This is an optimization exercise on Yosys and OpenROAD, whose aim is small area, a short achievable clock period and few clock cycles per item, not a production implementation. Only the layout flow was run in this run; the RTL was not checked for function there.

### design/flow/design.v
module mul_op #(parameter INPUTS = 2,
		parameter OUTPUTS = 1,
		parameter DATA_IN_SIZE = 32,
		parameter DATA_OUT_SIZE = 32)
		(
		input clk,
		input rst,
		input [INPUTS * (DATA_IN_SIZE)- 1 : 0]data_in_bus,
		input [INPUTS - 1 : 0]valid_in_bus,
		output [INPUTS - 1 : 0] ready_in_bus,
		output [OUTPUTS * (DATA_OUT_SIZE) - 1 : 0]data_out_bus,
		output [OUTPUTS - 1 : 0]valid_out_bus,
		input 	[OUTPUTS - 1 : 0] ready_out_bus
);
  reg [1:0] v;
  wire ce = ~v[1] | ready_out_bus[0];
  assign ready_in_bus[0] = valid_in_bus[1] & ce;
  assign ready_in_bus[1] = valid_in_bus[0] & ce;
  wire join_valid = valid_in_bus[0] & valid_in_bus[1];
  always @(posedge clk, posedge rst)
    if (rst) v <= 0;
    else if (ce) v <= {v[0:0], join_valid};
  assign valid_out_bus[0] = v[1];
  reg [31:0] p_reg;
  assign data_out_bus[31:0] = p_reg;
  wire [31:0] a_s = data_in_bus[31:0];
  wire [31:0] b_s = data_in_bus[63:32];
  wire [31:0] pp0;
  wire [2:0] sel0;
  wire [29:0] pp1;
  wire [2:0] sel1;
  wire [27:0] pp2;
  wire [2:0] sel2;
  wire [25:0] pp3;
  wire [2:0] sel3;
  wire [23:0] pp4;
  wire [2:0] sel4;
  wire [21:0] pp5;
  wire [2:0] sel5;
  wire [19:0] pp6;
  wire [2:0] sel6;
  wire [17:0] pp7;
  wire [2:0] sel7;
  wire [15:0] pp8;
  wire [2:0] sel8;
  wire [13:0] pp9;
  wire [2:0] sel9;
  wire [11:0] pp10;
  wire [2:0] sel10;
  wire [9:0] pp11;
  wire [2:0] sel11;
  wire [7:0] pp12;
  wire [2:0] sel12;
  wire [5:0] pp13;
  wire [2:0] sel13;
  wire [3:0] pp14;
  wire [2:0] sel14;
  wire [1:0] pp15;
  wire [2:0] sel15;
  wire n1;
  wire n2;
  wire n3;
  wire n4;
  wire n5;
  wire n6;
  wire n7;
  wire n8;
  wire n9;
  wire n10;
  wire n11;
  wire n12;
  wire n13;
  wire n14;
  wire n15;
  wire n16;
  wire n17;
  wire n18;
  wire n19;
  wire n20;
  wire n21;
  wire n22;
  wire n23;
  wire n24;
  wire n25;
  wire n26;
  wire n27;
  wire n28;
  wire n29;
  wire n30;
  wire n31;
  wire n32;
  wire n33;
  wire n34;
  wire n35;
  wire n36;
  wire n37;
  wire n38;
  wire n39;
  wire n40;
  wire n41;
  wire n42;
  wire n43;
  wire n44;
  wire n45;
  wire n46;
  wire n47;
  wire n48;
  wire n49;
  wire n50;
  wire n51;
  wire n52;
  wire n53;
  wire n54;
  wire n55;
  wire n56;
  wire n57;
  wire n58;
  wire n59;
  wire n60;
  wire n61;
  wire n62;
  wire n63;
  wire n64;
  wire n65;
  wire n66;
  wire n67;
  wire n68;
  wire n69;
  wire n70;
  wire n71;
  wire n72;
  wire n73;
  wire n74;
  wire n75;
  wire n76;
  wire n77;
  wire n78;
  wire n79;
  wire n80;
  wire n81;
  wire n82;
  wire n83;
  wire n84;
  wire n85;
  wire n86;
  wire n87;
  wire n88;
  wire n89;
  wire n90;
  wire n91;
  wire n92;
  wire n93;
  wire n94;
  wire n95;
  wire n96;
  wire n97;
  wire n98;
  wire n99;
  wire n100;
  wire n101;
  wire n102;
  wire n103;
  wire n104;
  wire n105;
  wire n106;
  wire n107;
  wire n108;
  wire n109;
  wire n110;
  wire n111;
  wire n112;
  wire n113;
  wire n114;
  wire n115;
  wire n116;
  wire n117;
  wire n118;
  wire n119;
  wire n120;
  wire n121;
  wire n122;
  wire n123;
  wire n124;
  wire n125;
  wire n126;
  wire n127;
  wire n128;
  wire n129;
  wire n130;
  wire n131;
  wire n132;
  wire n133;
  wire n134;
  wire n135;
  wire n136;
  wire n137;
  wire n138;
  wire n139;
  wire n140;
  wire n141;
  wire n142;
  wire n143;
  wire n144;
  wire n145;
  wire n146;
  wire n147;
  wire n148;
  wire n149;
  wire n150;
  wire n151;
  wire n152;
  wire n153;
  wire n154;
  wire n155;
  wire n156;
  wire n157;
  wire n158;
  wire n159;
  wire n160;
  wire n161;
  wire n162;
  wire n163;
  wire n164;
  wire n165;
  wire n166;
  wire n167;
  wire n168;
  wire n169;
  wire n170;
  wire n171;
  wire n172;
  wire n173;
  wire n174;
  wire n175;
  wire n176;
  wire n177;
  wire n178;
  wire n179;
  wire n180;
  wire n181;
  wire n182;
  wire n183;
  wire n184;
  wire n185;
  wire n186;
  wire n187;
  wire n188;
  wire n189;
  wire n190;
  wire n191;
  wire n192;
  wire n193;
  wire n194;
  wire n195;
  wire n196;
  wire n197;
  wire n198;
  wire n199;
  wire n200;
  wire n201;
  wire n202;
  wire n203;
  wire n204;
  wire n205;
  wire n206;
  wire n207;
  wire n208;
  wire n209;
  wire n210;
  wire n211;
  wire n212;
  wire n213;
  wire n214;
  wire n215;
  wire n216;
  wire n217;
  wire n218;
  wire n219;
  wire n220;
  wire n221;
  wire n222;
  wire n223;
  wire n224;
  wire n225;
  wire n226;
  wire n227;
  wire n228;
  wire n229;
  wire n230;
  wire n231;
  wire n232;
  wire n233;
  wire n234;
  wire n235;
  wire n236;
  wire n237;
  wire n238;
  wire n239;
  wire n240;
  wire n241;
  wire n242;
  wire n243;
  wire n244;
  wire n245;
  wire n246;
  wire n247;
  wire n248;
  wire n249;
  wire n250;
  wire n251;
  wire n252;
  wire n253;
  wire n254;
  wire n255;
  wire n256;
  wire n257;
  wire n258;
  wire n259;
  wire n260;
  wire n261;
  wire n262;
  wire n263;
  reg [166:0] rc3;
  wire n264;
  wire n265;
  wire n266;
  wire n267;
  wire n268;
  wire n269;
  wire n270;
  wire n271;
  wire n272;
  wire n273;
  wire n274;
  wire n275;
  wire n276;
  wire n277;
  wire n278;
  wire n279;
  wire n280;
  wire n281;
  wire n282;
  wire n283;
  wire n284;
  wire n285;
  wire n286;
  wire n287;
  wire n288;
  wire n289;
  wire n290;
  wire n291;
  wire n292;
  wire n293;
  wire n294;
  wire n295;
  wire n296;
  wire n297;
  wire n298;
  wire n299;
  wire n300;
  wire n301;
  wire n302;
  wire n303;
  wire n304;
  wire n305;
  wire n306;
  wire n307;
  wire n308;
  wire n309;
  wire n310;
  wire n311;
  wire n312;
  wire n313;
  wire n314;
  wire n315;
  wire n316;
  wire n317;
  wire n318;
  wire n319;
  wire n320;
  wire n321;
  wire n322;
  wire n323;
  wire n324;
  wire n325;
  wire n326;
  wire n327;
  wire n328;
  wire n329;
  wire n330;
  wire n331;
  wire n332;
  wire n333;
  wire n334;
  wire n335;
  wire n336;
  wire n337;
  wire n338;
  wire n339;
  wire n340;
  wire n341;
  wire n342;
  wire n343;
  wire n344;
  wire n345;
  wire n346;
  wire n347;
  wire n348;
  wire n349;
  wire n350;
  wire n351;
  wire n352;
  wire n353;
  wire n354;
  wire n355;
  wire n356;
  wire n357;
  wire n358;
  wire n359;
  wire n360;
  wire n361;
  wire n362;
  wire n363;
  wire n364;
  wire n365;
  wire n366;
  wire n367;
  wire n368;
  wire n369;
  wire n370;
  wire n371;
  wire n372;
  wire n373;
  wire n374;
  wire n375;
  wire n376;
  wire n377;
  wire n378;
  wire n379;
  wire n380;
  wire n381;
  wire n382;
  wire n383;
  wire n384;
  wire n385;
  wire n386;
  wire n387;
  wire n388;
  wire n389;
  wire n390;
  wire n391;
  wire n392;
  wire n393;
  wire n394;
  wire n395;
  wire n396;
  wire n397;
  wire n398;
  wire n399;
  wire n400;
  wire n401;
  wire n402;
  wire n403;
  wire n404;
  wire n405;
  wire n406;
  wire n407;
  wire n408;
  wire n409;
  wire n410;
  wire n411;
  wire n412;
  wire n413;
  wire n414;
  wire n415;
  wire n416;
  wire n417;
  wire n418;
  wire n419;
  wire n420;
  wire n421;
  wire n422;
  wire n423;
  wire n424;
  wire n425;
  wire n426;
  wire n427;
  wire n428;
  wire n429;
  wire n430;
  wire n431;
  wire n432;
  wire n433;
  wire n434;
  wire n435;
  wire n436;
  wire n437;
  wire n438;
  wire n439;
  wire n440;
  wire n441;
  wire n442;
  wire n443;
  wire n444;
  wire n445;
  wire n446;
  wire n447;
  wire n448;
  wire n449;
  wire n450;
  wire n451;
  wire n452;
  wire n453;
  wire n454;
  wire n455;
  wire n456;
  wire n457;
  wire n458;
  wire n459;
  wire n460;
  wire n461;
  wire n462;
  wire n463;
  wire n464;
  wire n465;
  wire n466;
  wire n467;
  wire n468;
  wire n469;
  wire n470;
  wire n471;
  wire n472;
  wire n473;
  wire n474;
  wire n475;
  wire n476;
  wire n477;
  wire n478;
  wire n479;
  mul_benc enc0 (.b({b_s[1], b_s[0], 1'b0}), .sel(sel0));
  mul_row #(.W(32)) row0 (.sel(sel0), .a(a_s[31:0]), .p(pp0));
  mul_benc enc1 (.b({b_s[3], b_s[2], b_s[1]}), .sel(sel1));
  mul_row #(.W(30)) row1 (.sel(sel1), .a(a_s[29:0]), .p(pp1));
  mul_benc enc2 (.b({b_s[5], b_s[4], b_s[3]}), .sel(sel2));
  mul_row #(.W(28)) row2 (.sel(sel2), .a(a_s[27:0]), .p(pp2));
  mul_benc enc3 (.b({b_s[7], b_s[6], b_s[5]}), .sel(sel3));
  mul_row #(.W(26)) row3 (.sel(sel3), .a(a_s[25:0]), .p(pp3));
  mul_benc enc4 (.b({b_s[9], b_s[8], b_s[7]}), .sel(sel4));
  mul_row #(.W(24)) row4 (.sel(sel4), .a(a_s[23:0]), .p(pp4));
  mul_benc enc5 (.b({b_s[11], b_s[10], b_s[9]}), .sel(sel5));
  mul_row #(.W(22)) row5 (.sel(sel5), .a(a_s[21:0]), .p(pp5));
  mul_benc enc6 (.b({b_s[13], b_s[12], b_s[11]}), .sel(sel6));
  mul_row #(.W(20)) row6 (.sel(sel6), .a(a_s[19:0]), .p(pp6));
  mul_benc enc7 (.b({b_s[15], b_s[14], b_s[13]}), .sel(sel7));
  mul_row #(.W(18)) row7 (.sel(sel7), .a(a_s[17:0]), .p(pp7));
  mul_benc enc8 (.b({b_s[17], b_s[16], b_s[15]}), .sel(sel8));
  mul_row #(.W(16)) row8 (.sel(sel8), .a(a_s[15:0]), .p(pp8));
  mul_benc enc9 (.b({b_s[19], b_s[18], b_s[17]}), .sel(sel9));
  mul_row #(.W(14)) row9 (.sel(sel9), .a(a_s[13:0]), .p(pp9));
  mul_benc enc10 (.b({b_s[21], b_s[20], b_s[19]}), .sel(sel10));
  mul_row #(.W(12)) row10 (.sel(sel10), .a(a_s[11:0]), .p(pp10));
  mul_benc enc11 (.b({b_s[23], b_s[22], b_s[21]}), .sel(sel11));
  mul_row #(.W(10)) row11 (.sel(sel11), .a(a_s[9:0]), .p(pp11));
  mul_benc enc12 (.b({b_s[25], b_s[24], b_s[23]}), .sel(sel12));
  mul_row #(.W(8)) row12 (.sel(sel12), .a(a_s[7:0]), .p(pp12));
  mul_benc enc13 (.b({b_s[27], b_s[26], b_s[25]}), .sel(sel13));
  mul_row #(.W(6)) row13 (.sel(sel13), .a(a_s[5:0]), .p(pp13));
  mul_benc enc14 (.b({b_s[29], b_s[28], b_s[27]}), .sel(sel14));
  mul_row #(.W(4)) row14 (.sel(sel14), .a(a_s[3:0]), .p(pp14));
  mul_benc enc15 (.b({b_s[31], b_s[30], b_s[29]}), .sel(sel15));
  mul_row #(.W(2)) row15 (.sel(sel15), .a(a_s[1:0]), .p(pp15));
  mul_ha ha1 (.a(b_s[25]), .b(pp0[24]), .s(n1), .co(n2));
  mul_ha ha2 (.a(pp0[25]), .b(pp10[5]), .s(n3), .co(n4));
  mul_fa fa1 (.a(b_s[27]), .b(pp0[26]), .c(pp10[6]), .s(n5), .co(n6));
  mul_ha ha3 (.a(pp11[4]), .b(pp12[2]), .s(n7), .co(n8));
  mul_fa fa2 (.a(pp0[27]), .b(pp10[7]), .c(pp11[5]), .s(n9), .co(n10));
  mul_ha ha4 (.a(pp12[3]), .b(pp13[1]), .s(n11), .co(n12));
  mul_fa fa3 (.a(b_s[29]), .b(pp0[28]), .c(pp10[8]), .s(n13), .co(n14));
  mul_fa fa4 (.a(pp11[6]), .b(pp12[4]), .c(pp13[2]), .s(n15), .co(n16));
  mul_ha ha5 (.a(pp14[0]), .b(pp1[26]), .s(n17), .co(n18));
  mul_fa fa5 (.a(pp0[29]), .b(pp10[9]), .c(pp11[7]), .s(n19), .co(n20));
  mul_fa fa6 (.a(pp12[5]), .b(pp13[3]), .c(pp14[1]), .s(n21), .co(n22));
  mul_ha ha6 (.a(pp1[27]), .b(pp2[25]), .s(n23), .co(n24));
  mul_fa fa7 (.a(b_s[31]), .b(pp0[30]), .c(pp10[10]), .s(n25), .co(n26));
  mul_fa fa8 (.a(pp11[8]), .b(pp12[6]), .c(pp13[4]), .s(n27), .co(n28));
  mul_fa fa9 (.a(pp14[2]), .b(pp15[0]), .c(pp1[28]), .s(n29), .co(n30));
  mul_ha ha7 (.a(pp2[26]), .b(pp3[24]), .s(n31), .co(n32));
  mul_xor xr1 (.a(pp0[31]), .b(pp10[11]), .y(n33));
  mul_xor xr2 (.a(pp11[9]), .b(pp12[7]), .y(n34));
  mul_xor xr3 (.a(pp13[5]), .b(pp14[3]), .y(n35));
  mul_xor xr4 (.a(pp15[1]), .b(pp1[29]), .y(n36));
  mul_xor xr5 (.a(pp2[27]), .b(pp3[25]), .y(n37));
  mul_xor xr6 (.a(pp4[23]), .b(pp5[21]), .y(n38));
  mul_xor xr7 (.a(pp6[19]), .b(pp7[17]), .y(n39));
  mul_ha ha8 (.a(b_s[17]), .b(pp0[16]), .s(n40), .co(n41));
  mul_ha ha9 (.a(pp0[17]), .b(pp1[15]), .s(n42), .co(n43));
  mul_fa fa10 (.a(b_s[19]), .b(pp0[18]), .c(pp1[16]), .s(n44), .co(n45));
  mul_ha ha10 (.a(pp2[14]), .b(pp3[12]), .s(n46), .co(n47));
  mul_fa fa11 (.a(pp0[19]), .b(pp1[17]), .c(pp2[15]), .s(n48), .co(n49));
  mul_ha ha11 (.a(pp3[13]), .b(pp4[11]), .s(n50), .co(n51));
  mul_fa fa12 (.a(b_s[21]), .b(pp0[20]), .c(pp10[0]), .s(n52), .co(n53));
  mul_fa fa13 (.a(pp1[18]), .b(pp2[16]), .c(pp3[14]), .s(n54), .co(n55));
  mul_ha ha12 (.a(pp4[12]), .b(pp5[10]), .s(n56), .co(n57));
  mul_fa fa14 (.a(pp0[21]), .b(pp10[1]), .c(pp1[19]), .s(n58), .co(n59));
  mul_fa fa15 (.a(pp2[17]), .b(pp3[15]), .c(pp4[13]), .s(n60), .co(n61));
  mul_ha ha13 (.a(pp5[11]), .b(pp6[9]), .s(n62), .co(n63));
  mul_fa fa16 (.a(b_s[23]), .b(pp0[22]), .c(pp10[2]), .s(n64), .co(n65));
  mul_fa fa17 (.a(pp11[0]), .b(pp1[20]), .c(pp2[18]), .s(n66), .co(n67));
  mul_fa fa18 (.a(pp3[16]), .b(pp4[14]), .c(pp5[12]), .s(n68), .co(n69));
  mul_ha ha14 (.a(pp6[10]), .b(pp7[8]), .s(n70), .co(n71));
  mul_fa fa19 (.a(pp0[23]), .b(pp10[3]), .c(pp11[1]), .s(n72), .co(n73));
  mul_fa fa20 (.a(pp1[21]), .b(pp2[19]), .c(pp3[17]), .s(n74), .co(n75));
  mul_fa fa21 (.a(pp4[15]), .b(pp5[13]), .c(pp6[11]), .s(n76), .co(n77));
  mul_ha ha15 (.a(pp7[9]), .b(pp8[7]), .s(n78), .co(n79));
  mul_fa fa22 (.a(pp10[4]), .b(pp11[2]), .c(pp12[0]), .s(n80), .co(n81));
  mul_fa fa23 (.a(pp1[22]), .b(pp2[20]), .c(pp3[18]), .s(n82), .co(n83));
  mul_fa fa24 (.a(pp4[16]), .b(pp5[14]), .c(pp6[12]), .s(n84), .co(n85));
  mul_fa fa25 (.a(pp7[10]), .b(pp8[8]), .c(pp9[6]), .s(n86), .co(n87));
  mul_fa fa26 (.a(pp11[3]), .b(pp12[1]), .c(pp1[23]), .s(n88), .co(n89));
  mul_fa fa27 (.a(pp2[21]), .b(pp3[19]), .c(pp4[17]), .s(n90), .co(n91));
  mul_fa fa28 (.a(pp5[15]), .b(pp6[13]), .c(pp7[11]), .s(n92), .co(n93));
  mul_fa fa29 (.a(pp8[9]), .b(pp9[7]), .c(n2), .s(n94), .co(n95));
  mul_fa fa30 (.a(pp13[0]), .b(pp1[24]), .c(pp2[22]), .s(n96), .co(n97));
  mul_fa fa31 (.a(pp3[20]), .b(pp4[18]), .c(pp5[16]), .s(n98), .co(n99));
  mul_fa fa32 (.a(pp6[14]), .b(pp7[12]), .c(pp8[10]), .s(n100), .co(n101));
  mul_fa fa33 (.a(pp9[8]), .b(n4), .c(n7), .s(n102), .co(n103));
  mul_fa fa34 (.a(pp1[25]), .b(pp2[23]), .c(pp3[21]), .s(n104), .co(n105));
  mul_fa fa35 (.a(pp4[19]), .b(pp5[17]), .c(pp6[15]), .s(n106), .co(n107));
  mul_fa fa36 (.a(pp7[13]), .b(pp8[11]), .c(pp9[9]), .s(n108), .co(n109));
  mul_fa fa37 (.a(n8), .b(n11), .c(n6), .s(n110), .co(n111));
  mul_fa fa38 (.a(pp2[24]), .b(pp3[22]), .c(pp4[20]), .s(n112), .co(n113));
  mul_fa fa39 (.a(pp5[18]), .b(pp6[16]), .c(pp7[14]), .s(n114), .co(n115));
  mul_fa fa40 (.a(pp8[12]), .b(pp9[10]), .c(n12), .s(n116), .co(n117));
  mul_fa fa41 (.a(n17), .b(n10), .c(n13), .s(n118), .co(n119));
  mul_fa fa42 (.a(pp3[23]), .b(pp4[21]), .c(pp5[19]), .s(n120), .co(n121));
  mul_fa fa43 (.a(pp6[17]), .b(pp7[15]), .c(pp8[13]), .s(n122), .co(n123));
  mul_fa fa44 (.a(pp9[11]), .b(n18), .c(n23), .s(n124), .co(n125));
  mul_fa fa45 (.a(n14), .b(n16), .c(n19), .s(n126), .co(n127));
  mul_fa fa46 (.a(pp4[22]), .b(pp5[20]), .c(pp6[18]), .s(n128), .co(n129));
  mul_fa fa47 (.a(pp7[16]), .b(pp8[14]), .c(pp9[12]), .s(n130), .co(n131));
  mul_fa fa48 (.a(n24), .b(n31), .c(n20), .s(n132), .co(n133));
  mul_fa fa49 (.a(n22), .b(n25), .c(n27), .s(n134), .co(n135));
  mul_xor xr8 (.a(pp8[15]), .b(pp9[13]), .y(n136));
  mul_xor xr9 (.a(n136), .b(n33), .y(n137));
  mul_xor xr10 (.a(n34), .b(n35), .y(n138));
  mul_xor xr11 (.a(n36), .b(n37), .y(n139));
  mul_xor xr12 (.a(n38), .b(n39), .y(n140));
  mul_xor xr13 (.a(n32), .b(n137), .y(n141));
  mul_xor xr14 (.a(n138), .b(n139), .y(n142));
  mul_xor xr15 (.a(n140), .b(n26), .y(n143));
  mul_ha ha16 (.a(b_s[11]), .b(pp0[10]), .s(n144), .co(n145));
  mul_ha ha17 (.a(pp0[11]), .b(pp1[9]), .s(n146), .co(n147));
  mul_fa fa50 (.a(b_s[13]), .b(pp0[12]), .c(pp1[10]), .s(n148), .co(n149));
  mul_ha ha18 (.a(pp2[8]), .b(pp3[6]), .s(n150), .co(n151));
  mul_fa fa51 (.a(pp0[13]), .b(pp1[11]), .c(pp2[9]), .s(n152), .co(n153));
  mul_ha ha19 (.a(pp3[7]), .b(pp4[5]), .s(n154), .co(n155));
  mul_fa fa52 (.a(b_s[15]), .b(pp0[14]), .c(pp1[12]), .s(n156), .co(n157));
  mul_fa fa53 (.a(pp2[10]), .b(pp3[8]), .c(pp4[6]), .s(n158), .co(n159));
  mul_ha ha20 (.a(pp5[4]), .b(pp6[2]), .s(n160), .co(n161));
  mul_fa fa54 (.a(pp0[15]), .b(pp1[13]), .c(pp2[11]), .s(n162), .co(n163));
  mul_fa fa55 (.a(pp3[9]), .b(pp4[7]), .c(pp5[5]), .s(n164), .co(n165));
  mul_ha ha21 (.a(pp6[3]), .b(pp7[1]), .s(n166), .co(n167));
  mul_fa fa56 (.a(pp1[14]), .b(pp2[12]), .c(pp3[10]), .s(n168), .co(n169));
  mul_fa fa57 (.a(pp4[8]), .b(pp5[6]), .c(pp6[4]), .s(n170), .co(n171));
  mul_fa fa58 (.a(pp7[2]), .b(pp8[0]), .c(n40), .s(n172), .co(n173));
  mul_fa fa59 (.a(pp2[13]), .b(pp3[11]), .c(pp4[9]), .s(n174), .co(n175));
  mul_fa fa60 (.a(pp5[7]), .b(pp6[5]), .c(pp7[3]), .s(n176), .co(n177));
  mul_fa fa61 (.a(pp8[1]), .b(n41), .c(n42), .s(n178), .co(n179));
  mul_fa fa62 (.a(pp4[10]), .b(pp5[8]), .c(pp6[6]), .s(n180), .co(n181));
  mul_fa fa63 (.a(pp7[4]), .b(pp8[2]), .c(pp9[0]), .s(n182), .co(n183));
  mul_fa fa64 (.a(n43), .b(n46), .c(n44), .s(n184), .co(n185));
  mul_fa fa65 (.a(pp5[9]), .b(pp6[7]), .c(pp7[5]), .s(n186), .co(n187));
  mul_fa fa66 (.a(pp8[3]), .b(pp9[1]), .c(n47), .s(n188), .co(n189));
  mul_fa fa67 (.a(n50), .b(n45), .c(n48), .s(n190), .co(n191));
  mul_fa fa68 (.a(pp6[8]), .b(pp7[6]), .c(pp8[4]), .s(n192), .co(n193));
  mul_fa fa69 (.a(pp9[2]), .b(n51), .c(n56), .s(n194), .co(n195));
  mul_fa fa70 (.a(n49), .b(n52), .c(n54), .s(n196), .co(n197));
  mul_fa fa71 (.a(pp7[7]), .b(pp8[5]), .c(pp9[3]), .s(n198), .co(n199));
  mul_fa fa72 (.a(n57), .b(n62), .c(n53), .s(n200), .co(n201));
  mul_fa fa73 (.a(n55), .b(n58), .c(n60), .s(n202), .co(n203));
  mul_fa fa74 (.a(pp8[6]), .b(pp9[4]), .c(n63), .s(n204), .co(n205));
  mul_fa fa75 (.a(n70), .b(n59), .c(n61), .s(n206), .co(n207));
  mul_fa fa76 (.a(n64), .b(n66), .c(n68), .s(n208), .co(n209));
  mul_fa fa77 (.a(pp9[5]), .b(n71), .c(n78), .s(n210), .co(n211));
  mul_fa fa78 (.a(n65), .b(n67), .c(n69), .s(n212), .co(n213));
  mul_fa fa79 (.a(n72), .b(n74), .c(n76), .s(n214), .co(n215));
  mul_fa fa80 (.a(n79), .b(n1), .c(n73), .s(n216), .co(n217));
  mul_fa fa81 (.a(n75), .b(n77), .c(n80), .s(n218), .co(n219));
  mul_fa fa82 (.a(n82), .b(n84), .c(n86), .s(n220), .co(n221));
  mul_fa fa83 (.a(n3), .b(n81), .c(n83), .s(n222), .co(n223));
  mul_fa fa84 (.a(n85), .b(n87), .c(n88), .s(n224), .co(n225));
  mul_fa fa85 (.a(n90), .b(n92), .c(n94), .s(n226), .co(n227));
  mul_fa fa86 (.a(n89), .b(n91), .c(n93), .s(n228), .co(n229));
  mul_fa fa87 (.a(n100), .b(n5), .c(n96), .s(n230), .co(n231));
  mul_fa fa88 (.a(n98), .b(n95), .c(n102), .s(n232), .co(n233));
  mul_fa fa89 (.a(n101), .b(n97), .c(n99), .s(n234), .co(n235));
  mul_fa fa90 (.a(n104), .b(n106), .c(n108), .s(n236), .co(n237));
  mul_fa fa91 (.a(n9), .b(n103), .c(n110), .s(n238), .co(n239));
  mul_fa fa92 (.a(n105), .b(n107), .c(n109), .s(n240), .co(n241));
  mul_fa fa93 (.a(n112), .b(n114), .c(n15), .s(n242), .co(n243));
  mul_fa fa94 (.a(n116), .b(n111), .c(n118), .s(n244), .co(n245));
  mul_fa fa95 (.a(n113), .b(n115), .c(n120), .s(n246), .co(n247));
  mul_fa fa96 (.a(n122), .b(n21), .c(n117), .s(n248), .co(n249));
  mul_fa fa97 (.a(n124), .b(n119), .c(n126), .s(n250), .co(n251));
  mul_fa fa98 (.a(n121), .b(n123), .c(n128), .s(n252), .co(n253));
  mul_fa fa99 (.a(n130), .b(n29), .c(n125), .s(n254), .co(n255));
  mul_fa fa100 (.a(n127), .b(n132), .c(n134), .s(n256), .co(n257));
  mul_xor xr16 (.a(n129), .b(n131), .y(n258));
  mul_xor xr17 (.a(n28), .b(n30), .y(n259));
  mul_xor xr18 (.a(n141), .b(n142), .y(n260));
  mul_xor xr19 (.a(n143), .b(n258), .y(n261));
  mul_xor xr20 (.a(n259), .b(n260), .y(n262));
  mul_xor xr21 (.a(n261), .b(n133), .y(n263));
  mul_ha ha22 (.a(rc3[15]), .b(rc3[16]), .s(n264), .co(n265));
  mul_ha ha23 (.a(rc3[20]), .b(rc3[21]), .s(n266), .co(n267));
  mul_fa fa101 (.a(rc3[24]), .b(rc3[25]), .c(rc3[26]), .s(n268), .co(n269));
  mul_ha ha24 (.a(rc3[27]), .b(rc3[28]), .s(n270), .co(n271));
  mul_fa fa102 (.a(rc3[30]), .b(rc3[31]), .c(rc3[32]), .s(n272), .co(n273));
  mul_ha ha25 (.a(rc3[33]), .b(rc3[34]), .s(n274), .co(n275));
  mul_fa fa103 (.a(rc3[35]), .b(rc3[36]), .c(rc3[37]), .s(n276), .co(n277));
  mul_fa fa104 (.a(rc3[38]), .b(rc3[39]), .c(rc3[40]), .s(n278), .co(n279));
  mul_fa fa105 (.a(rc3[41]), .b(rc3[42]), .c(rc3[43]), .s(n280), .co(n281));
  mul_fa fa106 (.a(rc3[44]), .b(rc3[45]), .c(rc3[46]), .s(n282), .co(n283));
  mul_fa fa107 (.a(rc3[47]), .b(rc3[48]), .c(rc3[49]), .s(n284), .co(n285));
  mul_fa fa108 (.a(rc3[50]), .b(rc3[51]), .c(rc3[52]), .s(n286), .co(n287));
  mul_fa fa109 (.a(rc3[53]), .b(rc3[54]), .c(rc3[55]), .s(n288), .co(n289));
  mul_fa fa110 (.a(rc3[56]), .b(rc3[57]), .c(rc3[58]), .s(n290), .co(n291));
  mul_fa fa111 (.a(rc3[59]), .b(rc3[60]), .c(rc3[61]), .s(n292), .co(n293));
  mul_fa fa112 (.a(rc3[62]), .b(rc3[63]), .c(rc3[64]), .s(n294), .co(n295));
  mul_fa fa113 (.a(rc3[65]), .b(rc3[66]), .c(rc3[67]), .s(n296), .co(n297));
  mul_fa fa114 (.a(rc3[68]), .b(rc3[69]), .c(rc3[70]), .s(n298), .co(n299));
  mul_fa fa115 (.a(rc3[71]), .b(rc3[72]), .c(rc3[73]), .s(n300), .co(n301));
  mul_fa fa116 (.a(rc3[74]), .b(rc3[75]), .c(rc3[76]), .s(n302), .co(n303));
  mul_fa fa117 (.a(rc3[77]), .b(rc3[78]), .c(rc3[79]), .s(n304), .co(n305));
  mul_fa fa118 (.a(rc3[80]), .b(rc3[81]), .c(rc3[82]), .s(n306), .co(n307));
  mul_fa fa119 (.a(rc3[83]), .b(rc3[84]), .c(rc3[85]), .s(n308), .co(n309));
  mul_fa fa120 (.a(rc3[86]), .b(rc3[87]), .c(rc3[88]), .s(n310), .co(n311));
  mul_fa fa121 (.a(rc3[89]), .b(rc3[90]), .c(rc3[91]), .s(n312), .co(n313));
  mul_fa fa122 (.a(rc3[92]), .b(rc3[93]), .c(rc3[94]), .s(n314), .co(n315));
  mul_fa fa123 (.a(rc3[100]), .b(rc3[95]), .c(rc3[96]), .s(n316), .co(n317));
  mul_fa fa124 (.a(rc3[97]), .b(rc3[98]), .c(rc3[99]), .s(n318), .co(n319));
  mul_fa fa125 (.a(rc3[101]), .b(rc3[102]), .c(rc3[103]), .s(n320), .co(n321));
  mul_fa fa126 (.a(rc3[104]), .b(rc3[105]), .c(rc3[106]), .s(n322), .co(n323));
  mul_fa fa127 (.a(rc3[107]), .b(rc3[108]), .c(rc3[109]), .s(n324), .co(n325));
  mul_fa fa128 (.a(rc3[110]), .b(rc3[111]), .c(rc3[112]), .s(n326), .co(n327));
  mul_fa fa129 (.a(rc3[113]), .b(rc3[114]), .c(rc3[115]), .s(n328), .co(n329));
  mul_fa fa130 (.a(rc3[116]), .b(rc3[117]), .c(rc3[118]), .s(n330), .co(n331));
  mul_fa fa131 (.a(rc3[119]), .b(rc3[120]), .c(rc3[121]), .s(n332), .co(n333));
  mul_fa fa132 (.a(rc3[122]), .b(rc3[123]), .c(rc3[124]), .s(n334), .co(n335));
  mul_fa fa133 (.a(rc3[125]), .b(rc3[126]), .c(rc3[127]), .s(n336), .co(n337));
  mul_fa fa134 (.a(rc3[128]), .b(rc3[129]), .c(rc3[130]), .s(n338), .co(n339));
  mul_fa fa135 (.a(rc3[131]), .b(rc3[132]), .c(rc3[133]), .s(n340), .co(n341));
  mul_fa fa136 (.a(rc3[134]), .b(rc3[135]), .c(rc3[136]), .s(n342), .co(n343));
  mul_fa fa137 (.a(rc3[137]), .b(rc3[138]), .c(rc3[139]), .s(n344), .co(n345));
  mul_fa fa138 (.a(rc3[140]), .b(rc3[141]), .c(rc3[142]), .s(n346), .co(n347));
  mul_fa fa139 (.a(rc3[143]), .b(rc3[144]), .c(rc3[145]), .s(n348), .co(n349));
  mul_fa fa140 (.a(rc3[146]), .b(rc3[147]), .c(rc3[148]), .s(n350), .co(n351));
  mul_fa fa141 (.a(rc3[149]), .b(rc3[150]), .c(rc3[151]), .s(n352), .co(n353));
  mul_fa fa142 (.a(rc3[152]), .b(rc3[153]), .c(rc3[154]), .s(n354), .co(n355));
  mul_fa fa143 (.a(rc3[155]), .b(rc3[156]), .c(rc3[157]), .s(n356), .co(n357));
  mul_fa fa144 (.a(rc3[158]), .b(rc3[159]), .c(rc3[160]), .s(n358), .co(n359));
  mul_xor xr22 (.a(rc3[161]), .b(rc3[162]), .y(n360));
  mul_xor xr23 (.a(rc3[163]), .b(rc3[164]), .y(n361));
  mul_xor xr24 (.a(rc3[165]), .b(rc3[166]), .y(n362));
  mul_xor xr25 (.a(n360), .b(n361), .y(n363));
  mul_ha ha26 (.a(rc3[10]), .b(rc3[11]), .s(n364), .co(n365));
  mul_ha ha27 (.a(rc3[12]), .b(rc3[13]), .s(n366), .co(n367));
  mul_fa fa145 (.a(rc3[17]), .b(rc3[18]), .c(rc3[19]), .s(n368), .co(n369));
  mul_fa fa146 (.a(rc3[22]), .b(rc3[23]), .c(n265), .s(n370), .co(n371));
  mul_fa fa147 (.a(rc3[29]), .b(n267), .c(n270), .s(n372), .co(n373));
  mul_fa fa148 (.a(n271), .b(n274), .c(n269), .s(n374), .co(n375));
  mul_fa fa149 (.a(n275), .b(n273), .c(n276), .s(n376), .co(n377));
  mul_fa fa150 (.a(n277), .b(n279), .c(n280), .s(n378), .co(n379));
  mul_fa fa151 (.a(n281), .b(n283), .c(n284), .s(n380), .co(n381));
  mul_fa fa152 (.a(n285), .b(n287), .c(n288), .s(n382), .co(n383));
  mul_fa fa153 (.a(n289), .b(n291), .c(n292), .s(n384), .co(n385));
  mul_fa fa154 (.a(n293), .b(n295), .c(n296), .s(n386), .co(n387));
  mul_fa fa155 (.a(n297), .b(n299), .c(n300), .s(n388), .co(n389));
  mul_fa fa156 (.a(n301), .b(n303), .c(n304), .s(n390), .co(n391));
  mul_fa fa157 (.a(n305), .b(n307), .c(n308), .s(n392), .co(n393));
  mul_fa fa158 (.a(n309), .b(n311), .c(n312), .s(n394), .co(n395));
  mul_fa fa159 (.a(n313), .b(n315), .c(n316), .s(n396), .co(n397));
  mul_fa fa160 (.a(n317), .b(n319), .c(n320), .s(n398), .co(n399));
  mul_fa fa161 (.a(n321), .b(n323), .c(n324), .s(n400), .co(n401));
  mul_fa fa162 (.a(n325), .b(n327), .c(n328), .s(n402), .co(n403));
  mul_fa fa163 (.a(n329), .b(n331), .c(n332), .s(n404), .co(n405));
  mul_fa fa164 (.a(n333), .b(n335), .c(n336), .s(n406), .co(n407));
  mul_fa fa165 (.a(n337), .b(n339), .c(n340), .s(n408), .co(n409));
  mul_fa fa166 (.a(n341), .b(n343), .c(n344), .s(n410), .co(n411));
  mul_fa fa167 (.a(n345), .b(n347), .c(n348), .s(n412), .co(n413));
  mul_fa fa168 (.a(n349), .b(n351), .c(n352), .s(n414), .co(n415));
  mul_fa fa169 (.a(n353), .b(n355), .c(n356), .s(n416), .co(n417));
  mul_xor xr26 (.a(n362), .b(n363), .y(n418));
  mul_xor xr27 (.a(n357), .b(n359), .y(n419));
  mul_ha ha28 (.a(rc3[3]), .b(rc3[4]), .s(n420), .co(n421));
  mul_ha ha29 (.a(rc3[6]), .b(rc3[7]), .s(n422), .co(n423));
  mul_fa fa170 (.a(rc3[8]), .b(rc3[9]), .c(n364), .s(n424), .co(n425));
  mul_fa fa171 (.a(rc3[14]), .b(n365), .c(n366), .s(n426), .co(n427));
  mul_fa fa172 (.a(n367), .b(n264), .c(n368), .s(n428), .co(n429));
  mul_fa fa173 (.a(n266), .b(n369), .c(n370), .s(n430), .co(n431));
  mul_fa fa174 (.a(n268), .b(n371), .c(n372), .s(n432), .co(n433));
  mul_fa fa175 (.a(n272), .b(n373), .c(n374), .s(n434), .co(n435));
  mul_fa fa176 (.a(n278), .b(n375), .c(n376), .s(n436), .co(n437));
  mul_fa fa177 (.a(n282), .b(n377), .c(n378), .s(n438), .co(n439));
  mul_fa fa178 (.a(n286), .b(n379), .c(n380), .s(n440), .co(n441));
  mul_fa fa179 (.a(n290), .b(n381), .c(n382), .s(n442), .co(n443));
  mul_fa fa180 (.a(n294), .b(n383), .c(n384), .s(n444), .co(n445));
  mul_fa fa181 (.a(n298), .b(n385), .c(n386), .s(n446), .co(n447));
  mul_fa fa182 (.a(n302), .b(n387), .c(n388), .s(n448), .co(n449));
  mul_fa fa183 (.a(n306), .b(n389), .c(n390), .s(n450), .co(n451));
  mul_fa fa184 (.a(n310), .b(n391), .c(n392), .s(n452), .co(n453));
  mul_fa fa185 (.a(n314), .b(n393), .c(n394), .s(n454), .co(n455));
  mul_fa fa186 (.a(n318), .b(n395), .c(n396), .s(n456), .co(n457));
  mul_fa fa187 (.a(n322), .b(n397), .c(n398), .s(n458), .co(n459));
  mul_fa fa188 (.a(n326), .b(n399), .c(n400), .s(n460), .co(n461));
  mul_fa fa189 (.a(n330), .b(n401), .c(n402), .s(n462), .co(n463));
  mul_fa fa190 (.a(n334), .b(n403), .c(n404), .s(n464), .co(n465));
  mul_fa fa191 (.a(n338), .b(n405), .c(n406), .s(n466), .co(n467));
  mul_fa fa192 (.a(n342), .b(n407), .c(n408), .s(n468), .co(n469));
  mul_fa fa193 (.a(n346), .b(n409), .c(n410), .s(n470), .co(n471));
  mul_fa fa194 (.a(n350), .b(n411), .c(n412), .s(n472), .co(n473));
  mul_fa fa195 (.a(n354), .b(n413), .c(n414), .s(n474), .co(n475));
  mul_fa fa196 (.a(n358), .b(n415), .c(n416), .s(n476), .co(n477));
  mul_xor xr28 (.a(n418), .b(n419), .y(n478));
  mul_xor xr29 (.a(n478), .b(n417), .y(n479));
  wire [31:0] x0 = {n479, n476, n474, n472, n470, n468, n466, n464, n462, n460, n458, n456, n454, n452, n450, n448, n446, n444, n442, n440, n438, n436, n434, n432, n430, n428, n426, n424, n422, rc3[5], rc3[2], rc3[0]};
  wire [31:0] x1 = {n477, n475, n473, n471, n469, n467, n465, n463, n461, n459, n457, n455, n453, n451, n449, n447, n445, n443, n441, n439, n437, n435, n433, n431, n429, n427, n425, n423, n421, n420, 1'b0, rc3[1]};
  wire [31:0] prod = x0 + x1;
  always @(posedge clk) if (ce) begin
    rc3[0] <= b_s[1];
    rc3[1] <= pp0[0];
    rc3[2] <= pp0[1];
    rc3[3] <= b_s[3];
    rc3[4] <= pp0[2];
    rc3[5] <= pp1[0];
    rc3[6] <= pp0[3];
    rc3[7] <= pp1[1];
    rc3[8] <= b_s[5];
    rc3[9] <= pp0[4];
    rc3[10] <= pp1[2];
    rc3[11] <= pp2[0];
    rc3[12] <= pp0[5];
    rc3[13] <= pp1[3];
    rc3[14] <= pp2[1];
    rc3[15] <= b_s[7];
    rc3[16] <= pp0[6];
    rc3[17] <= pp1[4];
    rc3[18] <= pp2[2];
    rc3[19] <= pp3[0];
    rc3[20] <= pp0[7];
    rc3[21] <= pp1[5];
    rc3[22] <= pp2[3];
    rc3[23] <= pp3[1];
    rc3[24] <= b_s[9];
    rc3[25] <= pp0[8];
    rc3[26] <= pp1[6];
    rc3[27] <= pp2[4];
    rc3[28] <= pp3[2];
    rc3[29] <= pp4[0];
    rc3[30] <= pp0[9];
    rc3[31] <= pp1[7];
    rc3[32] <= pp2[5];
    rc3[33] <= pp3[3];
    rc3[34] <= pp4[1];
    rc3[35] <= pp1[8];
    rc3[36] <= pp2[6];
    rc3[37] <= pp3[4];
    rc3[38] <= pp4[2];
    rc3[39] <= pp5[0];
    rc3[40] <= n144;
    rc3[41] <= pp2[7];
    rc3[42] <= pp3[5];
    rc3[43] <= pp4[3];
    rc3[44] <= pp5[1];
    rc3[45] <= n146;
    rc3[46] <= n145;
    rc3[47] <= pp4[4];
    rc3[48] <= pp5[2];
    rc3[49] <= pp6[0];
    rc3[50] <= n148;
    rc3[51] <= n150;
    rc3[52] <= n147;
    rc3[53] <= pp5[3];
    rc3[54] <= pp6[1];
    rc3[55] <= n152;
    rc3[56] <= n154;
    rc3[57] <= n149;
    rc3[58] <= n151;
    rc3[59] <= pp7[0];
    rc3[60] <= n156;
    rc3[61] <= n158;
    rc3[62] <= n160;
    rc3[63] <= n153;
    rc3[64] <= n155;
    rc3[65] <= n162;
    rc3[66] <= n164;
    rc3[67] <= n166;
    rc3[68] <= n157;
    rc3[69] <= n159;
    rc3[70] <= n161;
    rc3[71] <= n168;
    rc3[72] <= n170;
    rc3[73] <= n172;
    rc3[74] <= n163;
    rc3[75] <= n165;
    rc3[76] <= n167;
    rc3[77] <= n174;
    rc3[78] <= n176;
    rc3[79] <= n178;
    rc3[80] <= n169;
    rc3[81] <= n171;
    rc3[82] <= n173;
    rc3[83] <= n180;
    rc3[84] <= n182;
    rc3[85] <= n184;
    rc3[86] <= n175;
    rc3[87] <= n177;
    rc3[88] <= n179;
    rc3[89] <= n186;
    rc3[90] <= n188;
    rc3[91] <= n190;
    rc3[92] <= n181;
    rc3[93] <= n183;
    rc3[94] <= n185;
    rc3[95] <= n192;
    rc3[96] <= n194;
    rc3[97] <= n196;
    rc3[98] <= n187;
    rc3[99] <= n189;
    rc3[100] <= n191;
    rc3[101] <= n198;
    rc3[102] <= n200;
    rc3[103] <= n202;
    rc3[104] <= n193;
    rc3[105] <= n195;
    rc3[106] <= n197;
    rc3[107] <= n204;
    rc3[108] <= n206;
    rc3[109] <= n208;
    rc3[110] <= n199;
    rc3[111] <= n201;
    rc3[112] <= n203;
    rc3[113] <= n210;
    rc3[114] <= n212;
    rc3[115] <= n214;
    rc3[116] <= n205;
    rc3[117] <= n207;
    rc3[118] <= n209;
    rc3[119] <= n216;
    rc3[120] <= n218;
    rc3[121] <= n220;
    rc3[122] <= n211;
    rc3[123] <= n213;
    rc3[124] <= n215;
    rc3[125] <= n222;
    rc3[126] <= n224;
    rc3[127] <= n226;
    rc3[128] <= n217;
    rc3[129] <= n219;
    rc3[130] <= n221;
    rc3[131] <= n228;
    rc3[132] <= n230;
    rc3[133] <= n232;
    rc3[134] <= n223;
    rc3[135] <= n225;
    rc3[136] <= n227;
    rc3[137] <= n234;
    rc3[138] <= n236;
    rc3[139] <= n238;
    rc3[140] <= n229;
    rc3[141] <= n231;
    rc3[142] <= n233;
    rc3[143] <= n240;
    rc3[144] <= n242;
    rc3[145] <= n244;
    rc3[146] <= n235;
    rc3[147] <= n237;
    rc3[148] <= n239;
    rc3[149] <= n246;
    rc3[150] <= n248;
    rc3[151] <= n250;
    rc3[152] <= n241;
    rc3[153] <= n243;
    rc3[154] <= n245;
    rc3[155] <= n252;
    rc3[156] <= n254;
    rc3[157] <= n256;
    rc3[158] <= n247;
    rc3[159] <= n249;
    rc3[160] <= n251;
    rc3[161] <= n135;
    rc3[162] <= n262;
    rc3[163] <= n263;
    rc3[164] <= n253;
    rc3[165] <= n255;
    rc3[166] <= n257;
  end
  always @(posedge clk) if (ce) p_reg <= prod;
endmodule
module mul_benc (input [2:0] b, output [2:0] sel);
  assign sel[0] = b[1] ^ b[0];
  assign sel[1] = (b[2] & ~b[1] & ~b[0]) | (~b[2] & b[1] & b[0]);
  assign sel[2] = b[2];
endmodule
module mul_row #(parameter W = 32) (input [2:0] sel, input [W-1:0] a, output [W-1:0] p);
  wire one = sel[0];
  wire two = sel[1];
  wire neg = sel[2];
  wire [W-1:0] a1 = {a[W-2:0], 1'b0};
  assign p = (({W{one}} & a) | ({W{two}} & a1)) ^ {W{neg}};
endmodule
module mul_fa (input a, input b, input c, output s, output co);
  assign s = a ^ b ^ c;
  assign co = (a & b) | (a & c) | (b & c);
endmodule
module mul_fx (input a, input b, input c, output s, output co);
  wire ab;
  mul_xor x0 (.a(a), .b(b), .y(ab));
  mul_xor x1 (.a(ab), .b(c), .y(s));
  assign co = (a & b) | (a & c) | (b & c);
endmodule
module mul_ha (input a, input b, output s, output co);
  assign s = a ^ b;
  assign co = a & b;
endmodule
module mul_xor (input a, input b, output y);
  assign y = a ^ b;
endmodule
### design/flow/run.sh
#!/bin/bash
# synth_recipe.tcl (not shown) runs the flow's synth.tcl, then flattens the netlist and writes it again
# the make line also repeats each setting of config.mk as NAME=value (left out here)
make -C /OpenROAD-flow-scripts/flow DESIGN_CONFIG=/design/flow/config.mk WORK_HOME=/design/flow/orfs CLKGATE_MAP_FILE= SYNTH_SCRIPT=/design/flow/synth_recipe.tcl finish
### design/flow/constraint.sdc
create_clock -name core_clock -period 8.0 [get_ports {clk}]
set_input_delay 1.6000 -clock core_clock [delete_from_list [all_inputs] [get_ports {clk}]]
set_output_delay 1.6000 -clock core_clock [all_outputs]
set_load 0.01 [all_outputs]
### design/flow/config.mk
export PLATFORM = sky130hd
export DESIGN_NAME = mul_op
export DESIGN_NICKNAME = mul_op
export VERILOG_FILES = /design/flow/design.v
export SDC_FILE = /design/flow/constraint.sdc
export NUM_CORES = 4
export LEC_CHECK = 0
export CAP_MARGIN = 20
export CORE_MARGIN = 2
export CORE_UTILIZATION = 40
export SETUP_SLACK_MARGIN = 4
export SLEW_MARGIN = 20
export SYNTH_HIERARCHICAL = 1
==> results.yml <==
critical_path:
  startpoint_type: "flip-flop"
  path_cells: "fa_1 -> fa_1 -> fa_1 -> ha_4 -> nand3_4 -> or3_4 -> o311a_4 -> or4b_4 -> a31oi_4 -> o211a_1 -> a311oi_2"
  rr_worst_depth: 11
  critPathArrivalTime_ps: 4370
  worst_path_largest_cell_delay_ps: 560
  end_kind: "flip-flop"
  worst_path_max_delay_cell: "sky130_fd_sc_hd__fa_1"
  worstPathMaxFanout: 2
  timing.critical_path.mode_cell: "sky130_fd_sc_hd__fa_1"
  required_ps: 8260
  critical_path_class: "flip-flop to flip-flop"
clock_tree:
  cts.path.max_buffers: 3
  numClockSinks: 201
  cts_tree: "built"
  cts.clk_slew.worst_paths_ps: 60
  cts_buffers: 24
  cts_root_buffer: "sky130_fd_sc_hd__clkbuf_16"
  clk_latency_ps: 550
  clock_tree.htree_level_count: 1
placement:
  dpl-instance-area_sq_mm: 0.02001
  gp_congestion: 0.8535
  numPortBuffers: 103
  hpwlAfterDp_um: 36450
finish:
  area_grow_syn2layout_pct: 17.16
  final_cell_area_sq_mm: 0.02195
  n_antenna_cell: 0
  sequential_cell_area_sq_mm: 0.006026
  design.final.nets: 1863
  drive_above_1_share_pct: 23.09
  largest_reg_flops: 167
  fillers: 4111
  multi_input_comb_area_sq_mm: 0.01232
synthesis:
  yosysWarningCount: 7
  syn_avg_cell_area_sq_um: 13.25
  synth-edff-count: 199
  post_synth_main_area_contributors: "sky130_fd_sc_hd__edfxtp_1 32%, sky130_fd_sc_hd__fa_1 21%, sky130_fd_sc_hd__xnor2_1 13%, sky130_fd_sc_hd__a22oi_2 8.7%, sky130_fd_sc_hd__a22oi_1 4.9%"
  dominantRegCellSynth: "sky130_fd_sc_hd__edfxtp_1"
  yosys.cell_types.count: 60
  synthesis.area_sq_mm: 0.01874
  syn-instance-count: 1414
  yosys.area.top_type_share_pct: 31.90
  yosysSeqAreaShare_pct: 32.16
  yosys.cell_count.top_type: "sky130_fd_sc_hd__xnor2_1"
  synth_seq_cells: 201
  synth_area_leader_cell: "sky130_fd_sc_hd__edfxtp_1"
  ys_top_cells_by_count: "285 x sky130_fd_sc_hd__xnor2_1, 199 x sky130_fd_sc_hd__edfxtp_1, 196 x sky130_fd_sc_hd__fa_1"
  ys_async_sr_fraction_pct: 0.9950
global_route:
  total_overflow_reported_by_the_global_router: 0
  groute.usage.overall_pct: 21.91
  grt_pass1_vias: 12857
  antenna_found_initial: 0
  grt_first_pass_wirelength_um: 79160
  grt_start_max_net_pins: 80
sta:
  timing.final.hold_violations: 0
  largest_clock_skew_in_the_final_design_ps: 28.02
  timing.fmax_mhz: 243.1
  fin_crit_ps: 4113
  timing.setup.tns_ps: 0
  report.final.setup_viol: 0
  max_slew.worst_pin.slew_ps: 1100
  max_slew_margin_pct: 26.66
  grt_setup_unrepaired: "yes"
  drv_slew: 0
  fin_crit_sh_pct: 51.41
floorplan:
  fp.dieArea_sq_mm: 0.04859
  fp.dieH_um: 220.4
  fp.dieW_um: 220.4
  core.rowCount: 79
  start_util_pct: 40.41
  core_area_sq_mm: 0.04636
  num_io_pins: 104
detailed_routing:
  drt_pre_antenna_iters: 8
  routed-via-count: 12122
  dr.first_iter.drc_count: 879
  route.antenna.remaining_nets: 0
  drt-wirelength-per-cell_um: 24.12
  post-route-drc-count: 0
  totalWireLength_um: 52140
  routed_via_density: 5.607
run:
  max_cap_viol_count: 0
outcome:
  run_status: "timing/DRC/antenna clean"
worst_hold_path:
  hold_path_class: "flip-flop to flip-flop"
  hold-path-cell-count: 2
-- per-layer routing --
layer  vias up  track usage [%]  part of all wire, %
met4         0            6.667                  3.0
met2       404            35.67                   48
met1      6233            29.79                   43
met5         -                0                    0
li1       5405                -                    -
met3        80            4.041                  6.9
-- stage by stage --
| stage | utilization, % | hold slack, ps | cells | setup WS, ps |
|---|---|---|---|---|
| after detailed placement | 43.16 | 443.6 | 2065 | 2252 |
| after global routing | 47.35 | 488.2 | 2162 | 3815 |
| after global placement | 43.16 | 422.3 | 2065 | 2308 |
| after floorplan | - | 411.4 | 1416 | 3034 |
| after CTS | 46.80 | 456.4 | 2151 | 3783 |
| final | 47.35 | 452.8 | 2162 | 3887 |
-- modules after synthesis, one instance, submodules excluded, excerpt --
module    cell area [sq um]  flip-flops and latches  times used  cells inside
mul_fa                20.02                       0         196             1
mul_op                 7761                     201           1           453
mul_benc              38.79                       0          16             5
mul_xor               8.758                       0          29             1
mul_ha                12.51                       0          29             1
-- layout by cell type, fill, tap and decap left out, drive strengths merged, types with 4 or more instances in the layout --
cell type,n
nor3,6
edfxtp,199
a21o,13
a211oi,5
and2,6
nand2b,21
a31oi,4
nor2,17
o21bai,7
dlymetal6s2s,6
bufbuf,4
clkbuf,38
o311ai,4
a21oi,29
nand3,12
ha,60
fa,196
o22ai,16
o21a,4
nand2,52
clkinv,11
dlygate4sd2,10
xnor2,285
clkdlybuf4s50,66
xor2,56
inv,8
o21ai,18
a22oi,256
buf,102
-- kinds of logic after synthesis --
family / share of synthesized area, %
AND/OR/NAND/NOR: 3.292
XOR/XNOR: 15.94
flip-flops: 32.16
other: 0.02002
multiplexers: 0.05343
buffers and inverters: 5.055
AO/OA/AOI/OAI: 18.53
adder cells (fa/ha/maj): 24.95
-- layout make-up --
| class | instances | share of cell area [%] |
|---|---|---|
| inverters | 8 | 0.1368 |
| flip-flops and latches | 201 | 27.45 |
| repair buffers | 201 | 9.383 |
| multi-input cells | 1102 | 56.12 |
| well taps | 607 | 3.460 |
| clock inverters | 15 | 0.6384 |
| clock buffers | 28 | 2.805 |
-- repair_timing --
action / in CTS / in global routing
hold buffers: 0 / 0
pin swaps: 35 / 15
setup endpoints to repair: 114 / 41
resized for setup: 141 / 50
setup buffers: 37 / 9
cloned: 6 / 2
-- critical path: cells and delay by family, from the launching register on --
family / cells / cell delay [ps]
AO/OA/AOI/OAI: 4 / 660
adder cells (fa/ha/maj): 4 / 1840
flip-flops: 1 / 400
AND/OR/NAND/NOR: 3 / 920
-- path summary, 6_finish.rpt --
path                                        start             endpoint  slack, ps
worst max-delay path            rc3[37]$_DFFE_PN_  p_reg[25]$_DFFE_PN_       3890
worst min-delay path             v[0]$_DFFE_PP0N_     v[1]$_DFFE_PP0N_        450
worst max register to register  rc3[37]$_DFFE_PN_  p_reg[25]$_DFFE_PN_       3890
worst min register to register   v[0]$_DFFE_PP0N_     v[1]$_DFFE_PP0N_        450
max in group asynchronous                     rst     v[1]$_DFFE_PP0N_       6670
min in group asynchronous                     rst     v[0]$_DFFE_PP0N_       1220

[afterwards: timing with drivers on the ports]
In the flow no input, the clock included, has a driving cell. The finished layout below was timed again as built, in two steps.
Step 1 (the two cells are an assumption about what drives the block):
set clk [get_ports {clk}]
set_driving_cell -lib_cell sky130_fd_sc_hd__clkbuf_16 $clk
set_driving_cell -lib_cell sky130_fd_sc_hd__buf_2 [delete_from_list [all_inputs] $clk]
Step 2 moves the port delays by t, midway between the first and last clock arrival at a register: inputs arrive t later, outputs are due t later. That takes back most of the time a late clock gives input paths.
Slacks: ideal ports / drivers / drivers and shift; pairs: ideal ports / drivers.
t, ns: 0.585
setup slack, ns: 3.887 / 3.887 / 3.488
worst setup path at the end: input to register
clock arrival spread, ns: 0.032 / 0.032
worst slew at a driven data input, ns: 0.07
After both steps this run still meets setup and hold. For this run, drivers alone change the setup slack by 0.000 ns; drivers and shift together by -0.399 ns.
